Context: an optimization exercise on an open-source flow, tuned for small area and a short achievable clock period. The choices shown serve that exercise and are no tape-out recipe.
Function was checked by simulation only, so behaviour that the tests miss may differ from the original.
No activity file was given, so power comes from the tool's default toggle rates.

==> flow/design.v <==
module Core(
  input         clock,
  input         reset,
  output [31:0] io_imem_addr,
  input  [31:0] io_imem_inst,
  output [31:0] io_dmem_addr,
  input  [31:0] io_dmem_rdata,
  output        io_dmem_wen,
  output [31:0] io_dmem_wdata,
  output        io_exit
);
  reg [31:0] regfile [0:31];  
  wire  regfile_rs1_data_MPORT_en;  
  wire [4:0] regfile_rs1_data_MPORT_addr;  
  wire [31:0] regfile_rs1_data_MPORT_data;  
  wire  regfile_rs2_data_MPORT_en;  
  wire [4:0] regfile_rs2_data_MPORT_addr;  
  wire [31:0] regfile_rs2_data_MPORT_data;  
  wire [31:0] regfile_MPORT_data;  
  wire [4:0] regfile_MPORT_addr;  
  wire  regfile_MPORT_mask;  
  wire  regfile_MPORT_en;  
  reg [31:0] pc_reg;  
  wire [31:0] pc_plus4 = pc_reg + 32'h4;  
  wire [31:0] _jmp_flg_T = io_imem_inst & 32'h7f;  
  wire  _jmp_flg_T_1 = 32'h6f == _jmp_flg_T;  
  wire [31:0] _jmp_flg_T_2 = io_imem_inst & 32'h707f;  
  wire  _jmp_flg_T_3 = 32'h67 == _jmp_flg_T_2;  
  wire  jmp_flg = 32'h6f == _jmp_flg_T | 32'h67 == _jmp_flg_T_2;  
  wire  _csignals_T_1 = 32'h2003 == _jmp_flg_T_2;  
  wire  _csignals_T_3 = 32'h2023 == _jmp_flg_T_2;  
  wire [31:0] _csignals_T_4 = io_imem_inst & 32'hfe00707f;  
  wire  _csignals_T_5 = 32'h33 == _csignals_T_4;  
  wire  _csignals_T_7 = 32'h13 == _jmp_flg_T_2;  
  wire  _csignals_T_9 = 32'h40000033 == _csignals_T_4;  
  wire  _csignals_T_11 = 32'h7033 == _csignals_T_4;  
  wire  _csignals_T_13 = 32'h6033 == _csignals_T_4;  
  wire  _csignals_T_15 = 32'h4033 == _csignals_T_4;  
  wire  _csignals_T_17 = 32'h7013 == _jmp_flg_T_2;  
  wire  _csignals_T_19 = 32'h6013 == _jmp_flg_T_2;  
  wire  _csignals_T_21 = 32'h4013 == _jmp_flg_T_2;  
  wire  _csignals_T_23 = 32'h1033 == _csignals_T_4;  
  wire  _csignals_T_25 = 32'h5033 == _csignals_T_4;  
  wire  _csignals_T_27 = 32'h40005033 == _csignals_T_4;  
  wire  _csignals_T_29 = 32'h1013 == _csignals_T_4;  
  wire  _csignals_T_31 = 32'h5013 == _csignals_T_4;  
  wire  _csignals_T_33 = 32'h40005013 == _csignals_T_4;  
  wire  _csignals_T_35 = 32'h2033 == _csignals_T_4;  
  wire  _csignals_T_37 = 32'h3033 == _csignals_T_4;  
  wire  _csignals_T_39 = 32'h2013 == _jmp_flg_T_2;  
  wire  _csignals_T_41 = 32'h3013 == _jmp_flg_T_2;  
  wire  _csignals_T_43 = 32'h63 == _jmp_flg_T_2;  
  wire  _csignals_T_45 = 32'h1063 == _jmp_flg_T_2;  
  wire  _csignals_T_47 = 32'h5063 == _jmp_flg_T_2;  
  wire  _csignals_T_49 = 32'h7063 == _jmp_flg_T_2;  
  wire  _csignals_T_51 = 32'h4063 == _jmp_flg_T_2;  
  wire  _csignals_T_53 = 32'h6063 == _jmp_flg_T_2;  
  wire  _csignals_T_59 = 32'h37 == _jmp_flg_T;  
  wire  _csignals_T_61 = 32'h17 == _jmp_flg_T;  
  wire  _csignals_T_63 = 32'h73 == io_imem_inst;  
  wire [4:0] _csignals_T_65 = _csignals_T_61 ? 5'h1 : 5'h0;  
  wire [4:0] _csignals_T_66 = _csignals_T_59 ? 5'h1 : _csignals_T_65;  
  wire [4:0] _csignals_T_67 = _jmp_flg_T_3 ? 5'h11 : _csignals_T_66;  
  wire [4:0] _csignals_T_68 = _jmp_flg_T_1 ? 5'h1 : _csignals_T_67;  
  wire [4:0] _csignals_T_69 = _csignals_T_53 ? 5'hf : _csignals_T_68;  
  wire [4:0] _csignals_T_70 = _csignals_T_51 ? 5'hd : _csignals_T_69;  
  wire [4:0] _csignals_T_71 = _csignals_T_49 ? 5'h10 : _csignals_T_70;  
  wire [4:0] _csignals_T_72 = _csignals_T_47 ? 5'he : _csignals_T_71;  
  wire [4:0] _csignals_T_73 = _csignals_T_45 ? 5'hc : _csignals_T_72;  
  wire [4:0] _csignals_T_74 = _csignals_T_43 ? 5'hb : _csignals_T_73;  
  wire [4:0] _csignals_T_75 = _csignals_T_41 ? 5'ha : _csignals_T_74;  
  wire [4:0] _csignals_T_76 = _csignals_T_39 ? 5'h9 : _csignals_T_75;  
  wire [4:0] _csignals_T_77 = _csignals_T_37 ? 5'ha : _csignals_T_76;  
  wire [4:0] _csignals_T_78 = _csignals_T_35 ? 5'h9 : _csignals_T_77;  
  wire [4:0] _csignals_T_79 = _csignals_T_33 ? 5'h8 : _csignals_T_78;  
  wire [4:0] _csignals_T_80 = _csignals_T_31 ? 5'h7 : _csignals_T_79;  
  wire [4:0] _csignals_T_81 = _csignals_T_29 ? 5'h6 : _csignals_T_80;  
  wire [4:0] _csignals_T_82 = _csignals_T_27 ? 5'h8 : _csignals_T_81;  
  wire [4:0] _csignals_T_83 = _csignals_T_25 ? 5'h7 : _csignals_T_82;  
  wire [4:0] _csignals_T_84 = _csignals_T_23 ? 5'h6 : _csignals_T_83;  
  wire [4:0] _csignals_T_85 = _csignals_T_21 ? 5'h5 : _csignals_T_84;  
  wire [4:0] _csignals_T_86 = _csignals_T_19 ? 5'h4 : _csignals_T_85;  
  wire [4:0] _csignals_T_87 = _csignals_T_17 ? 5'h3 : _csignals_T_86;  
  wire [4:0] _csignals_T_88 = _csignals_T_15 ? 5'h5 : _csignals_T_87;  
  wire [4:0] _csignals_T_89 = _csignals_T_13 ? 5'h4 : _csignals_T_88;  
  wire [4:0] _csignals_T_90 = _csignals_T_11 ? 5'h3 : _csignals_T_89;  
  wire [4:0] _csignals_T_91 = _csignals_T_9 ? 5'h2 : _csignals_T_90;  
  wire [4:0] _csignals_T_92 = _csignals_T_7 ? 5'h1 : _csignals_T_91;  
  wire [4:0] _csignals_T_93 = _csignals_T_5 ? 5'h1 : _csignals_T_92;  
  wire [4:0] _csignals_T_94 = _csignals_T_3 ? 5'h1 : _csignals_T_93;  
  wire [4:0] csignals_0 = _csignals_T_1 ? 5'h1 : _csignals_T_94;  
  wire  _alu_out_T = csignals_0 == 5'h1;  
  wire [1:0] _csignals_T_95 = _csignals_T_63 ? 2'h2 : 2'h0;  
  wire [1:0] _csignals_T_96 = _csignals_T_61 ? 2'h1 : _csignals_T_95;  
  wire [1:0] _csignals_T_97 = _csignals_T_59 ? 2'h2 : _csignals_T_96;  
  wire [1:0] _csignals_T_98 = _jmp_flg_T_3 ? 2'h0 : _csignals_T_97;  
  wire [1:0] _csignals_T_99 = _jmp_flg_T_1 ? 2'h1 : _csignals_T_98;  
  wire [1:0] _csignals_T_100 = _csignals_T_53 ? 2'h0 : _csignals_T_99;  
  wire [1:0] _csignals_T_101 = _csignals_T_51 ? 2'h0 : _csignals_T_100;  
  wire [1:0] _csignals_T_102 = _csignals_T_49 ? 2'h0 : _csignals_T_101;  
  wire [1:0] _csignals_T_103 = _csignals_T_47 ? 2'h0 : _csignals_T_102;  
  wire [1:0] _csignals_T_104 = _csignals_T_45 ? 2'h0 : _csignals_T_103;  
  wire [1:0] _csignals_T_105 = _csignals_T_43 ? 2'h0 : _csignals_T_104;  
  wire [1:0] _csignals_T_106 = _csignals_T_41 ? 2'h0 : _csignals_T_105;  
  wire [1:0] _csignals_T_107 = _csignals_T_39 ? 2'h0 : _csignals_T_106;  
  wire [1:0] _csignals_T_108 = _csignals_T_37 ? 2'h0 : _csignals_T_107;  
  wire [1:0] _csignals_T_109 = _csignals_T_35 ? 2'h0 : _csignals_T_108;  
  wire [1:0] _csignals_T_110 = _csignals_T_33 ? 2'h0 : _csignals_T_109;  
  wire [1:0] _csignals_T_111 = _csignals_T_31 ? 2'h0 : _csignals_T_110;  
  wire [1:0] _csignals_T_112 = _csignals_T_29 ? 2'h0 : _csignals_T_111;  
  wire [1:0] _csignals_T_113 = _csignals_T_27 ? 2'h0 : _csignals_T_112;  
  wire [1:0] _csignals_T_114 = _csignals_T_25 ? 2'h0 : _csignals_T_113;  
  wire [1:0] _csignals_T_115 = _csignals_T_23 ? 2'h0 : _csignals_T_114;  
  wire [1:0] _csignals_T_116 = _csignals_T_21 ? 2'h0 : _csignals_T_115;  
  wire [1:0] _csignals_T_117 = _csignals_T_19 ? 2'h0 : _csignals_T_116;  
  wire [1:0] _csignals_T_118 = _csignals_T_17 ? 2'h0 : _csignals_T_117;  
  wire [1:0] _csignals_T_119 = _csignals_T_15 ? 2'h0 : _csignals_T_118;  
  wire [1:0] _csignals_T_120 = _csignals_T_13 ? 2'h0 : _csignals_T_119;  
  wire [1:0] _csignals_T_121 = _csignals_T_11 ? 2'h0 : _csignals_T_120;  
  wire [1:0] _csignals_T_122 = _csignals_T_9 ? 2'h0 : _csignals_T_121;  
  wire [1:0] _csignals_T_123 = _csignals_T_7 ? 2'h0 : _csignals_T_122;  
  wire [1:0] _csignals_T_124 = _csignals_T_5 ? 2'h0 : _csignals_T_123;  
  wire [1:0] _csignals_T_125 = _csignals_T_3 ? 2'h0 : _csignals_T_124;  
  wire [1:0] csignals_1 = _csignals_T_1 ? 2'h0 : _csignals_T_125;  
  wire  _op1_data_T = csignals_1 == 2'h0;  
  wire [4:0] rs1_addr = io_imem_inst[19:15];  
  wire [31:0] _GEN_5 = {{27'd0}, rs1_addr};  
  wire [31:0] rs1_data = _GEN_5 == 32'h0 ? 32'h0 : regfile_rs1_data_MPORT_data;  
  wire  _op1_data_T_1 = csignals_1 == 2'h1;  
  wire  _op1_data_T_2 = csignals_1 == 2'h3;  
  wire [31:0] imm_z_uext = {27'h0,rs1_addr};  
  wire [31:0] _op1_data_T_3 = _op1_data_T_2 ? imm_z_uext : 32'h0;  
  wire [31:0] _op1_data_T_4 = _op1_data_T_1 ? pc_reg : _op1_data_T_3;  
  wire [31:0] op1_data = _op1_data_T ? rs1_data : _op1_data_T_4;  
  wire [2:0] _csignals_T_126 = _csignals_T_63 ? 3'h0 : 3'h1;  
  wire [2:0] _csignals_T_127 = _csignals_T_61 ? 3'h5 : _csignals_T_126;  
  wire [2:0] _csignals_T_128 = _csignals_T_59 ? 3'h5 : _csignals_T_127;  
  wire [2:0] _csignals_T_129 = _jmp_flg_T_3 ? 3'h2 : _csignals_T_128;  
  wire [2:0] _csignals_T_130 = _jmp_flg_T_1 ? 3'h4 : _csignals_T_129;  
  wire [2:0] _csignals_T_131 = _csignals_T_53 ? 3'h1 : _csignals_T_130;  
  wire [2:0] _csignals_T_132 = _csignals_T_51 ? 3'h1 : _csignals_T_131;  
  wire [2:0] _csignals_T_133 = _csignals_T_49 ? 3'h1 : _csignals_T_132;  
  wire [2:0] _csignals_T_134 = _csignals_T_47 ? 3'h1 : _csignals_T_133;  
  wire [2:0] _csignals_T_135 = _csignals_T_45 ? 3'h1 : _csignals_T_134;  
  wire [2:0] _csignals_T_136 = _csignals_T_43 ? 3'h1 : _csignals_T_135;  
  wire [2:0] _csignals_T_137 = _csignals_T_41 ? 3'h2 : _csignals_T_136;  
  wire [2:0] _csignals_T_138 = _csignals_T_39 ? 3'h2 : _csignals_T_137;  
  wire [2:0] _csignals_T_139 = _csignals_T_37 ? 3'h1 : _csignals_T_138;  
  wire [2:0] _csignals_T_140 = _csignals_T_35 ? 3'h1 : _csignals_T_139;  
  wire [2:0] _csignals_T_141 = _csignals_T_33 ? 3'h2 : _csignals_T_140;  
  wire [2:0] _csignals_T_142 = _csignals_T_31 ? 3'h2 : _csignals_T_141;  
  wire [2:0] _csignals_T_143 = _csignals_T_29 ? 3'h2 : _csignals_T_142;  
  wire [2:0] _csignals_T_144 = _csignals_T_27 ? 3'h1 : _csignals_T_143;  
  wire [2:0] _csignals_T_145 = _csignals_T_25 ? 3'h1 : _csignals_T_144;  
  wire [2:0] _csignals_T_146 = _csignals_T_23 ? 3'h1 : _csignals_T_145;  
  wire [2:0] _csignals_T_147 = _csignals_T_21 ? 3'h2 : _csignals_T_146;  
  wire [2:0] _csignals_T_148 = _csignals_T_19 ? 3'h2 : _csignals_T_147;  
  wire [2:0] _csignals_T_149 = _csignals_T_17 ? 3'h2 : _csignals_T_148;  
  wire [2:0] _csignals_T_150 = _csignals_T_15 ? 3'h1 : _csignals_T_149;  
  wire [2:0] _csignals_T_151 = _csignals_T_13 ? 3'h1 : _csignals_T_150;  
  wire [2:0] _csignals_T_152 = _csignals_T_11 ? 3'h1 : _csignals_T_151;  
  wire [2:0] _csignals_T_153 = _csignals_T_9 ? 3'h1 : _csignals_T_152;  
  wire [2:0] _csignals_T_154 = _csignals_T_7 ? 3'h2 : _csignals_T_153;  
  wire [2:0] _csignals_T_155 = _csignals_T_5 ? 3'h1 : _csignals_T_154;  
  wire [2:0] _csignals_T_156 = _csignals_T_3 ? 3'h3 : _csignals_T_155;  
  wire [2:0] csignals_2 = _csignals_T_1 ? 3'h2 : _csignals_T_156;  
  wire  _op2_data_T = csignals_2 == 3'h1;  
  wire [4:0] rs2_addr = io_imem_inst[24:20];  
  wire [31:0] rs2_data = rs2_addr == 5'h0 ? 32'h0 : regfile_rs2_data_MPORT_data;  
  wire  _op2_data_T_1 = csignals_2 == 3'h2;  
  wire [11:0] imm_i = io_imem_inst[31:20];  
  wire [19:0] _imm_i_sext_T_2 = imm_i[11] ? 20'hfffff : 20'h0;  
  wire [31:0] imm_i_sext = {_imm_i_sext_T_2,imm_i};  
  wire  _op2_data_T_2 = csignals_2 == 3'h3;  
  wire [11:0] imm_s = {io_imem_inst[31:25],io_imem_inst[11:7]};  
  wire [19:0] _imm_s_sext_T_2 = imm_s[11] ? 20'hfffff : 20'h0;  
  wire [31:0] imm_s_sext = {_imm_s_sext_T_2,io_imem_inst[31:25],io_imem_inst[11:7]};  
  wire  _op2_data_T_3 = csignals_2 == 3'h4;  
  wire [19:0] imm_j = {io_imem_inst[31],io_imem_inst[19:12],io_imem_inst[20],io_imem_inst[30:21]};  
  wire [10:0] _imm_j_sext_T_2 = imm_j[19] ? 11'h7ff : 11'h0;  
  wire [31:0] imm_j_sext = {_imm_j_sext_T_2,io_imem_inst[31],io_imem_inst[19:12],io_imem_inst[20],io_imem_inst[30:21],1'h0
    };  
  wire  _op2_data_T_4 = csignals_2 == 3'h5;  
  wire [19:0] imm_u = io_imem_inst[31:12];  
  wire [31:0] imm_u_shifted = {imm_u,12'h0};  
  wire [31:0] _op2_data_T_5 = _op2_data_T_4 ? imm_u_shifted : 32'h0;  
  wire [31:0] _op2_data_T_6 = _op2_data_T_3 ? imm_j_sext : _op2_data_T_5;  
  wire [31:0] _op2_data_T_7 = _op2_data_T_2 ? imm_s_sext : _op2_data_T_6;  
  wire [31:0] _op2_data_T_8 = _op2_data_T_1 ? imm_i_sext : _op2_data_T_7;  
  wire [31:0] op2_data = _op2_data_T ? rs2_data : _op2_data_T_8;  
  wire [31:0] _alu_out_T_2 = op1_data + op2_data;  
  wire  _alu_out_T_3 = csignals_0 == 5'h2;  
  wire [31:0] _alu_out_T_5 = op1_data - op2_data;  
  wire  _alu_out_T_6 = csignals_0 == 5'h3;  
  wire [31:0] _alu_out_T_7 = op1_data & op2_data;  
  wire  _alu_out_T_8 = csignals_0 == 5'h4;  
  wire [31:0] _alu_out_T_9 = op1_data | op2_data;  
  wire  _alu_out_T_10 = csignals_0 == 5'h5;  
  wire [31:0] _alu_out_T_11 = op1_data ^ op2_data;  
  wire  _alu_out_T_12 = csignals_0 == 5'h6;  
  wire [62:0] _GEN_0 = {{31'd0}, op1_data};  
  wire [62:0] _alu_out_T_14 = _GEN_0 << op2_data[4:0];  
  wire  _alu_out_T_16 = csignals_0 == 5'h7;  
  wire [31:0] _alu_out_T_18 = op1_data >> op2_data[4:0];  
  wire  _alu_out_T_19 = csignals_0 == 5'h8;  
  wire [31:0] _alu_out_T_20 = _op1_data_T ? rs1_data : _op1_data_T_4;  
  wire [31:0] _alu_out_T_23 = $signed(_alu_out_T_20) >>> op2_data[4:0];  
  wire  _alu_out_T_24 = csignals_0 == 5'h9;  
  wire [31:0] _alu_out_T_26 = _op2_data_T ? rs2_data : _op2_data_T_8;  
  wire  _alu_out_T_27 = $signed(_alu_out_T_20) < $signed(_alu_out_T_26);  
  wire  _alu_out_T_28 = csignals_0 == 5'ha;  
  wire  _alu_out_T_29 = op1_data < op2_data;  
  wire  _alu_out_T_30 = csignals_0 == 5'h11;  
  wire [31:0] _alu_out_T_34 = _alu_out_T_2 & 32'hfffffffe;  
  wire  _alu_out_T_35 = csignals_0 == 5'h12;  
  wire [31:0] _alu_out_T_36 = _alu_out_T_35 ? op1_data : 32'h0;  
  wire [31:0] _alu_out_T_37 = _alu_out_T_30 ? _alu_out_T_34 : _alu_out_T_36;  
  wire [31:0] _alu_out_T_38 = _alu_out_T_28 ? {{31'd0}, _alu_out_T_29} : _alu_out_T_37;  
  wire [31:0] _alu_out_T_39 = _alu_out_T_24 ? {{31'd0}, _alu_out_T_27} : _alu_out_T_38;  
  wire [31:0] _alu_out_T_40 = _alu_out_T_19 ? _alu_out_T_23 : _alu_out_T_39;  
  wire [31:0] _alu_out_T_41 = _alu_out_T_16 ? _alu_out_T_18 : _alu_out_T_40;  
  wire [31:0] _alu_out_T_42 = _alu_out_T_12 ? _alu_out_T_14[31:0] : _alu_out_T_41;  
  wire [31:0] _alu_out_T_43 = _alu_out_T_10 ? _alu_out_T_11 : _alu_out_T_42;  
  wire [31:0] _alu_out_T_44 = _alu_out_T_8 ? _alu_out_T_9 : _alu_out_T_43;  
  wire [31:0] _alu_out_T_45 = _alu_out_T_6 ? _alu_out_T_7 : _alu_out_T_44;  
  wire [31:0] _alu_out_T_46 = _alu_out_T_3 ? _alu_out_T_5 : _alu_out_T_45;  
  wire [31:0] alu_out = _alu_out_T ? _alu_out_T_2 : _alu_out_T_46;  
  wire  _br_flg_T = csignals_0 == 5'hb;  
  wire  _br_flg_T_1 = op1_data == op2_data;  
  wire  _br_flg_T_2 = csignals_0 == 5'hc;  
  wire  _br_flg_T_4 = ~_br_flg_T_1;  
  wire  _br_flg_T_5 = csignals_0 == 5'hd;  
  wire  _br_flg_T_9 = csignals_0 == 5'he;  
  wire  _br_flg_T_13 = ~_alu_out_T_27;  
  wire  _br_flg_T_14 = csignals_0 == 5'hf;  
  wire  _br_flg_T_16 = csignals_0 == 5'h10;  
  wire  _br_flg_T_18 = ~_alu_out_T_29;  
  wire  _br_flg_T_20 = _br_flg_T_14 ? _alu_out_T_29 : _br_flg_T_16 & _br_flg_T_18;  
  wire  _br_flg_T_21 = _br_flg_T_9 ? _br_flg_T_13 : _br_flg_T_20;  
  wire  _br_flg_T_22 = _br_flg_T_5 ? _alu_out_T_27 : _br_flg_T_21;  
  wire  _br_flg_T_23 = _br_flg_T_2 ? _br_flg_T_4 : _br_flg_T_22;  
  wire  br_flg = _br_flg_T ? _br_flg_T_1 : _br_flg_T_23;  
  wire [11:0] imm_b = {io_imem_inst[31],io_imem_inst[7],io_imem_inst[30:25],io_imem_inst[11:8]};  
  wire [18:0] _imm_b_sext_T_2 = imm_b[11] ? 19'h7ffff : 19'h0;  
  wire [31:0] imm_b_sext = {_imm_b_sext_T_2,io_imem_inst[31],io_imem_inst[7],io_imem_inst[30:25],io_imem_inst[11:8],1'h0
    };  
  wire [31:0] br_target = pc_reg + imm_b_sext;  
  wire [31:0] _GEN_6 = {{27'd0}, rs2_addr};  
  wire [1:0] _csignals_T_187 = _csignals_T_3 ? 2'h1 : 2'h0;  
  wire [1:0] csignals_3 = _csignals_T_1 ? 2'h0 : _csignals_T_187;  
  wire [1:0] _csignals_T_188 = _csignals_T_63 ? 2'h1 : 2'h0;  
  wire [1:0] _csignals_T_189 = _csignals_T_61 ? 2'h1 : _csignals_T_188;  
  wire [1:0] _csignals_T_190 = _csignals_T_59 ? 2'h1 : _csignals_T_189;  
  wire [1:0] _csignals_T_191 = _jmp_flg_T_3 ? 2'h1 : _csignals_T_190;  
  wire [1:0] _csignals_T_192 = _jmp_flg_T_1 ? 2'h1 : _csignals_T_191;  
  wire [1:0] _csignals_T_193 = _csignals_T_53 ? 2'h0 : _csignals_T_192;  
  wire [1:0] _csignals_T_194 = _csignals_T_51 ? 2'h0 : _csignals_T_193;  
  wire [1:0] _csignals_T_195 = _csignals_T_49 ? 2'h0 : _csignals_T_194;  
  wire [1:0] _csignals_T_196 = _csignals_T_47 ? 2'h0 : _csignals_T_195;  
  wire [1:0] _csignals_T_197 = _csignals_T_45 ? 2'h0 : _csignals_T_196;  
  wire [1:0] _csignals_T_198 = _csignals_T_43 ? 2'h0 : _csignals_T_197;  
  wire [1:0] _csignals_T_199 = _csignals_T_41 ? 2'h1 : _csignals_T_198;  
  wire [1:0] _csignals_T_200 = _csignals_T_39 ? 2'h1 : _csignals_T_199;  
  wire [1:0] _csignals_T_201 = _csignals_T_37 ? 2'h1 : _csignals_T_200;  
  wire [1:0] _csignals_T_202 = _csignals_T_35 ? 2'h1 : _csignals_T_201;  
  wire [1:0] _csignals_T_203 = _csignals_T_33 ? 2'h1 : _csignals_T_202;  
  wire [1:0] _csignals_T_204 = _csignals_T_31 ? 2'h1 : _csignals_T_203;  
  wire [1:0] _csignals_T_205 = _csignals_T_29 ? 2'h1 : _csignals_T_204;  
  wire [1:0] _csignals_T_206 = _csignals_T_27 ? 2'h1 : _csignals_T_205;  
  wire [1:0] _csignals_T_207 = _csignals_T_25 ? 2'h1 : _csignals_T_206;  
  wire [1:0] _csignals_T_208 = _csignals_T_23 ? 2'h1 : _csignals_T_207;  
  wire [1:0] _csignals_T_209 = _csignals_T_21 ? 2'h1 : _csignals_T_208;  
  wire [1:0] _csignals_T_210 = _csignals_T_19 ? 2'h1 : _csignals_T_209;  
  wire [1:0] _csignals_T_211 = _csignals_T_17 ? 2'h1 : _csignals_T_210;  
  wire [1:0] _csignals_T_212 = _csignals_T_15 ? 2'h1 : _csignals_T_211;  
  wire [1:0] _csignals_T_213 = _csignals_T_13 ? 2'h1 : _csignals_T_212;  
  wire [1:0] _csignals_T_214 = _csignals_T_11 ? 2'h1 : _csignals_T_213;  
  wire [1:0] _csignals_T_215 = _csignals_T_9 ? 2'h1 : _csignals_T_214;  
  wire [1:0] _csignals_T_216 = _csignals_T_7 ? 2'h1 : _csignals_T_215;  
  wire [1:0] _csignals_T_217 = _csignals_T_5 ? 2'h1 : _csignals_T_216;  
  wire [1:0] _csignals_T_218 = _csignals_T_3 ? 2'h0 : _csignals_T_217;  
  wire [1:0] csignals_4 = _csignals_T_1 ? 2'h1 : _csignals_T_218;  
  wire [2:0] _csignals_T_222 = _jmp_flg_T_3 ? 3'h2 : 3'h0;  
  wire [2:0] _csignals_T_223 = _jmp_flg_T_1 ? 3'h2 : _csignals_T_222;  
  wire [2:0] _csignals_T_224 = _csignals_T_53 ? 3'h0 : _csignals_T_223;  
  wire [2:0] _csignals_T_225 = _csignals_T_51 ? 3'h0 : _csignals_T_224;  
  wire [2:0] _csignals_T_226 = _csignals_T_49 ? 3'h0 : _csignals_T_225;  
  wire [2:0] _csignals_T_227 = _csignals_T_47 ? 3'h0 : _csignals_T_226;  
  wire [2:0] _csignals_T_228 = _csignals_T_45 ? 3'h0 : _csignals_T_227;  
  wire [2:0] _csignals_T_229 = _csignals_T_43 ? 3'h0 : _csignals_T_228;  
  wire [2:0] _csignals_T_230 = _csignals_T_41 ? 3'h0 : _csignals_T_229;  
  wire [2:0] _csignals_T_231 = _csignals_T_39 ? 3'h0 : _csignals_T_230;  
  wire [2:0] _csignals_T_232 = _csignals_T_37 ? 3'h0 : _csignals_T_231;  
  wire [2:0] _csignals_T_233 = _csignals_T_35 ? 3'h0 : _csignals_T_232;  
  wire [2:0] _csignals_T_234 = _csignals_T_33 ? 3'h0 : _csignals_T_233;  
  wire [2:0] _csignals_T_235 = _csignals_T_31 ? 3'h0 : _csignals_T_234;  
  wire [2:0] _csignals_T_236 = _csignals_T_29 ? 3'h0 : _csignals_T_235;  
  wire [2:0] _csignals_T_237 = _csignals_T_27 ? 3'h0 : _csignals_T_236;  
  wire [2:0] _csignals_T_238 = _csignals_T_25 ? 3'h0 : _csignals_T_237;  
  wire [2:0] _csignals_T_239 = _csignals_T_23 ? 3'h0 : _csignals_T_238;  
  wire [2:0] _csignals_T_240 = _csignals_T_21 ? 3'h0 : _csignals_T_239;  
  wire [2:0] _csignals_T_241 = _csignals_T_19 ? 3'h0 : _csignals_T_240;  
  wire [2:0] _csignals_T_242 = _csignals_T_17 ? 3'h0 : _csignals_T_241;  
  wire [2:0] _csignals_T_243 = _csignals_T_15 ? 3'h0 : _csignals_T_242;  
  wire [2:0] _csignals_T_244 = _csignals_T_13 ? 3'h0 : _csignals_T_243;  
  wire [2:0] _csignals_T_245 = _csignals_T_11 ? 3'h0 : _csignals_T_244;  
  wire [2:0] _csignals_T_246 = _csignals_T_9 ? 3'h0 : _csignals_T_245;  
  wire [2:0] _csignals_T_247 = _csignals_T_7 ? 3'h0 : _csignals_T_246;  
  wire [2:0] _csignals_T_248 = _csignals_T_5 ? 3'h0 : _csignals_T_247;  
  wire [2:0] _csignals_T_249 = _csignals_T_3 ? 3'h0 : _csignals_T_248;  
  wire [2:0] csignals_5 = _csignals_T_1 ? 3'h1 : _csignals_T_249;  
  wire  _wb_data_T = csignals_5 == 3'h1;  
  wire  _wb_data_T_1 = csignals_5 == 3'h2;  
  wire [31:0] _wb_data_T_2 = _wb_data_T_1 ? pc_plus4 : alu_out;  
  assign regfile_rs1_data_MPORT_en = 1'h1;
  assign regfile_rs1_data_MPORT_addr = io_imem_inst[19:15];
  assign regfile_rs1_data_MPORT_data = regfile[regfile_rs1_data_MPORT_addr];  
  assign regfile_rs2_data_MPORT_en = 1'h1;
  assign regfile_rs2_data_MPORT_addr = io_imem_inst[24:20];
  assign regfile_rs2_data_MPORT_data = regfile[regfile_rs2_data_MPORT_addr];  
  assign regfile_MPORT_data = _wb_data_T ? io_dmem_rdata : _wb_data_T_2;
  assign regfile_MPORT_addr = io_imem_inst[11:7];
  assign regfile_MPORT_mask = 1'h1;
  assign regfile_MPORT_en = csignals_4 == 2'h1;
  assign io_imem_addr = pc_reg;  
  assign io_dmem_addr = _alu_out_T ? _alu_out_T_2 : _alu_out_T_46;  
  assign io_dmem_wen = csignals_3[0];  
  assign io_dmem_wdata = _GEN_6 == 32'h0 ? 32'h0 : regfile_rs2_data_MPORT_data;  
  assign io_exit = io_imem_inst == 32'h34333231 | 32'h100073 == io_imem_inst;  
  always @(posedge clock) begin
    if (regfile_MPORT_en & regfile_MPORT_mask) begin
      regfile[regfile_MPORT_addr] <= regfile_MPORT_data;  
    end
    if (reset) begin  
      pc_reg <= 32'h0;  
    end else if (br_flg) begin  
      pc_reg <= br_target;
    end else if (jmp_flg) begin  
      if (_alu_out_T) begin  
        pc_reg <= _alu_out_T_2;
      end else begin
        pc_reg <= _alu_out_T_46;
      end
    end else begin
      pc_reg <= pc_plus4;
    end
  end
endmodule
==> flow/run.sh <==
#!/bin/bash
# synth_recipe.tcl (not shown) runs the flow's synth.tcl, then flattens the netlist and writes it again
# the make line also repeats each setting of config.mk as NAME=value (left out here)
make -C /OpenROAD-flow-scripts/flow DESIGN_CONFIG=/design/flow/config.mk WORK_HOME=/design/flow/orfs CLKGATE_MAP_FILE= SYNTH_SCRIPT=/design/flow/synth_recipe.tcl finish
==> flow/config.mk <==
export PLATFORM = sky130hd
export DESIGN_NAME = Core
export DESIGN_NICKNAME = Core
export VERILOG_FILES = /design/flow/design.v
export SDC_FILE = /design/flow/constraint.sdc
export NUM_CORES = 4
export LEC_CHECK = 0
export CAP_MARGIN = 20
export CORE_MARGIN = 2
export CORE_UTILIZATION = 45
export SETUP_SLACK_MARGIN = 0.4
export SLEW_MARGIN = 20
==> flow/constraint.sdc <==
create_clock -name core_clock -period 11.0 [get_ports {clock}]
set_input_delay 2.2000 -clock core_clock [delete_from_list [all_inputs] [get_ports {clock}]]
set_output_delay 2.2000 -clock core_clock [all_outputs]
set_load 0.01 [all_outputs]
==> run notes <==
synthesized netlist by cell type, types with 30 or more instances:
cell         n
nand2_1    249
a221oi_1    31
buf_2       53
a22o_1      45
o21a_1      33
clkbuf_1   189
nor2_1     242
mux4_2     499
nor3_1      96
ha_1       128
o21ai_0    119
buf_4       35
edfxtp_1  1024
o221ai_1    51
dfxtp_1     32
mux2_2      34
a22oi_1     83
nor4_1      41
nand3_1     80
xnor2_1     56
inv_1      136
mux2i_1    264
o211ai_1    30
a21o_1      35
o22ai_1     59
buf_1       43
a21oi_1    206
a211oi_1    48
nor2b_1     31
cell families (layout without fill, tap and decap cells):
kind of cell / count (synthesis) / after routing
compound gates: 1019 / 1019
other cells: 0 / 14
fa+ha+maj: 131 / 131
mux: 801 / 801
simple gates: 924 / 924
buf+inv: 476 / 1086
xor+xnor: 80 / 80
flops: 1056 / 1056
per-layer routing:
layer  global-route usage  part of all wire
met5                    0           0.00025
met2                0.597              0.44
met3               0.0921              0.12
met4                0.273             0.082
met1                0.505              0.35
power by group:
group	internal (mW)	switching, mW
registers	4.57	0.00581
logic	1.03	1.77
clock network	2.19	1.64
final cells by class:
type / count / area, um2
sequential: 1056 / 31400
clock inverter: 65 / 731
multi-input combinational: 2955 / 29300
clock buffer: 140 / 2930
tap: 1794 / 2240
timing repair buffer: 738 / 6680
antenna: 14 / 35.0
inverter: 143 / 544
fill: 11300 / 63100
per-stage QoR:
stage | cells | TNS (ns) | cell area, um2 | total power, mW | setup slack (ns)
2_1_floorplan | 4487 | 0 | 61900 | 6.06 | 0.486
3_3_place_gp | 6649 | -1.71 | 69100 | 7.31 | -0.532
3_5_place_dp | 6652 | -1.00 | 69200 | 7.29 | -0.466
4_1_cts | 6866 | 0 | 73200 | 11.1 | 0.396
5_1_grt | 6897 | 0 | 73800 | 11.5 | 0.265
6_report | 6905 | 0 | 73800 | 11.2 | 0.362
critical path, delay by kind of cell:
| family | cells | cell delay (ns) |
|---|---|---|
| compound gates | 8 | 2.15 |
| xor+xnor | 1 | 0.15 |
| fa+ha+maj | 1 | 0.30 |
| buf+inv | 8 | 2.22 |
| simple gates | 6 | 1.36 |
how the worst min path moves through the flow:
stage                                   to  depth (start not counted)              startpoint
floorplan           pc_reg[0]$_SDFFE_PP0P_                          1  pc_reg[0]$_SDFFE_PP0P_
global placement    pc_reg[0]$_SDFFE_PP0P_                          1  pc_reg[0]$_SDFFE_PP0P_
detailed placement  pc_reg[0]$_SDFFE_PP0P_                          1  pc_reg[0]$_SDFFE_PP0P_
CTS                 pc_reg[0]$_SDFFE_PP0P_                          1  pc_reg[0]$_SDFFE_PP0P_
global route        pc_reg[0]$_SDFFE_PP0P_                          1  pc_reg[0]$_SDFFE_PP0P_
finish              pc_reg[0]$_SDFFE_PP0P_                          1  pc_reg[0]$_SDFFE_PP0P_
timing repair:
item	CTS	global route
gates cloned	1	5
buffers inserted	8	18
pin swaps	7	24
resized for setup	48	61
endpoints found under the setup margin	19	22
==> impl_results.md <==
- Status: timing/DRC/antenna clean
- Post-synthesis mux area share: 0.231
- Sink Count: 1056
- Area contributors post-synth: edfxtp_1, mux4_2, mux2i_1
- TritonRoute pass-1 iters: 6
- CTS max path bufs: 3
- Reg-to-Reg End: regfile[20][24]$_DFFE_PP_
- Top cell type by total area after synthesis: edfxtp_1
- Max reg flops: 1024
- Hold slack: 0.737 ns
- Netlist Area Pre-Place: 0.0619 mm2
- Via count: 49500
- WP data required: 8.80 ns
- Ports: around 160
- Chip width: 375 um
- R2r startpoint: regfile[27][0]$_DFFE_PP_
- Post-layout min period: 10.64 ns
- RSZ-0062 raised after global routing: true
- Syn Nets: 4684
- Fraction of registers with async set or reset after synthesis: 0
- Die area: 0.141 mm2
- Number of global-route vias before repair: 46900
- Largest family of logic cells by synthesized area: multiplexers
- Starting density of the core: 0.452
- Antenna violations before repair: 23
- Rows: 136
- Worst setup path end: io_dmem_addr[31]
- Critical path launch point: io_imem_inst[19]
- Core area: 0.137 mm2
- Slew headroom: 0.134
- Synth-to-layout area growth: 19.3%
- Crit path cell chain: buf_2 > buf_4 > buf_4 > nor2b_4 > buf_4 > a32oi_1 > a32o_1 > ha_1 > or2_2 > or3_1 > nor4_1 > nand2b_1 > a31oi_1 > buf_4 > a31o_2 > a21oi_1 > o21ba_2 > a21oi_1 > xnor2_1 > o22ai_1 > buf_4 > nor2_1 > buf_4 > clkdlybuf4s50_1
- Post-Synth Adder-Cell Area: 0.0268
- Syn. warnings: 1
- Commonest cells after routing, fill and taps aside: edfxtp_1, buf_4, mux4_2
- Post-Syn Area per Cell: 13.8 um2
- Remaining global-route overflow: 0
- CTS H-tree lvls: 3
- Layout cells sized above 1: 0.288
- Largest net degree at the start of global routing: 63
- Commonest non-fill, non-tap cell in the layout: edfxtp_1
- First-pass GRT wire length: 382 mm
- DRC viols: 0
- Final antenna-violating net count: 0
- Wire per inst: 40.8 um
- GR Util All Layers: 0.394
- Power per Cell Area: 152 mW/mm2
- CP arrival: roughly 8.4 ns
- Via density: 7.17
- Routed WL: 282 mm
- Later-pin clock latency in the skew report: 0.76 ns
- Mapped Cells: 4487
- Port Buffer Count: 163
- Compound-gate portion of the synthesized area: 0.117
- Root Driver: clkbuf_16
- Clock-pin slew on the worst setup and hold paths: 0.05 ns
- Launching element type of the critical path: input port
- Crit-path max cell delay: 0.80 ns
- CTS tree: done
- Max Clk Rate: around 94 MHz
- Flops & latches, synth: roughly 1100
- Tightest Pin Transition: 1.29 ns
- Clock Skew: 0.0654 ns
- Initial DRC count: 7976
- Synth Area in Simple Gates: 0.0726
- Hold Fails Final Rpt: 0
- Top-area cell type share of the netlist area: 0.497
- Top_reg_cell synth: edfxtp_1
- RePlAce Congestion: about 1.1
- Maximum capacitance violations: 0
- Chip Height: 375 um
- Leak Pwr: 26.4 nW
- Synth cell types: 111
- Endpoint class of the critical path: output pin
- Class of the tightest hold or removal check: reg2reg
- HPWL Detailed: ~200 mm
- VDD IR max: around 0.13 mV
- Crit-path most repeated cell: buf_4
- Final setup fails: 0
- Reg2Reg Setup Slack: 3.97 ns
- Final slew viol count: 0
- Hold buffers post-CTS: 0
- Post-synthesis xor/xnor area fraction: 0.0113
- CTS Buf Count: 111
- CP Max Fanout: 13
- Post-layout net count: 5202
- Seq/Total Area, Yosys: 0.507
- Slowest CP cell: a32oi_1
- Tcrit/Tclk final: 0.967
- Post-synth EDFFs: 1024
- Reg2reg path depth: 25
- Final Util: 0.539
- CP Class: in2out

-- afterwards: timing with drivers on the ports --
How much do the figures lean on ideal ports? The routed layout below was timed once more, with nothing changed but the port constraints.
Step 1 assumes that a clkbuf_16 drives the clock port and a buf_2 every other input.
Step 2 times the ports against the registers' clock, not the clock port: input delays grow and output delays shrink by t, the midpoint of the rising clock arrivals with the driver on.
a / b / c = ideal / step 1 / step 2; a / b = the first two.
t, ns: 0.800
setup slack, ns: 0.362 / 0.333 / 0.333
worst setup path after step 2: input to output
After both steps setup and hold are still met in this run. The setup slack of this run moves by -0.029 ns with the drivers and by -0.029 ns with both steps.
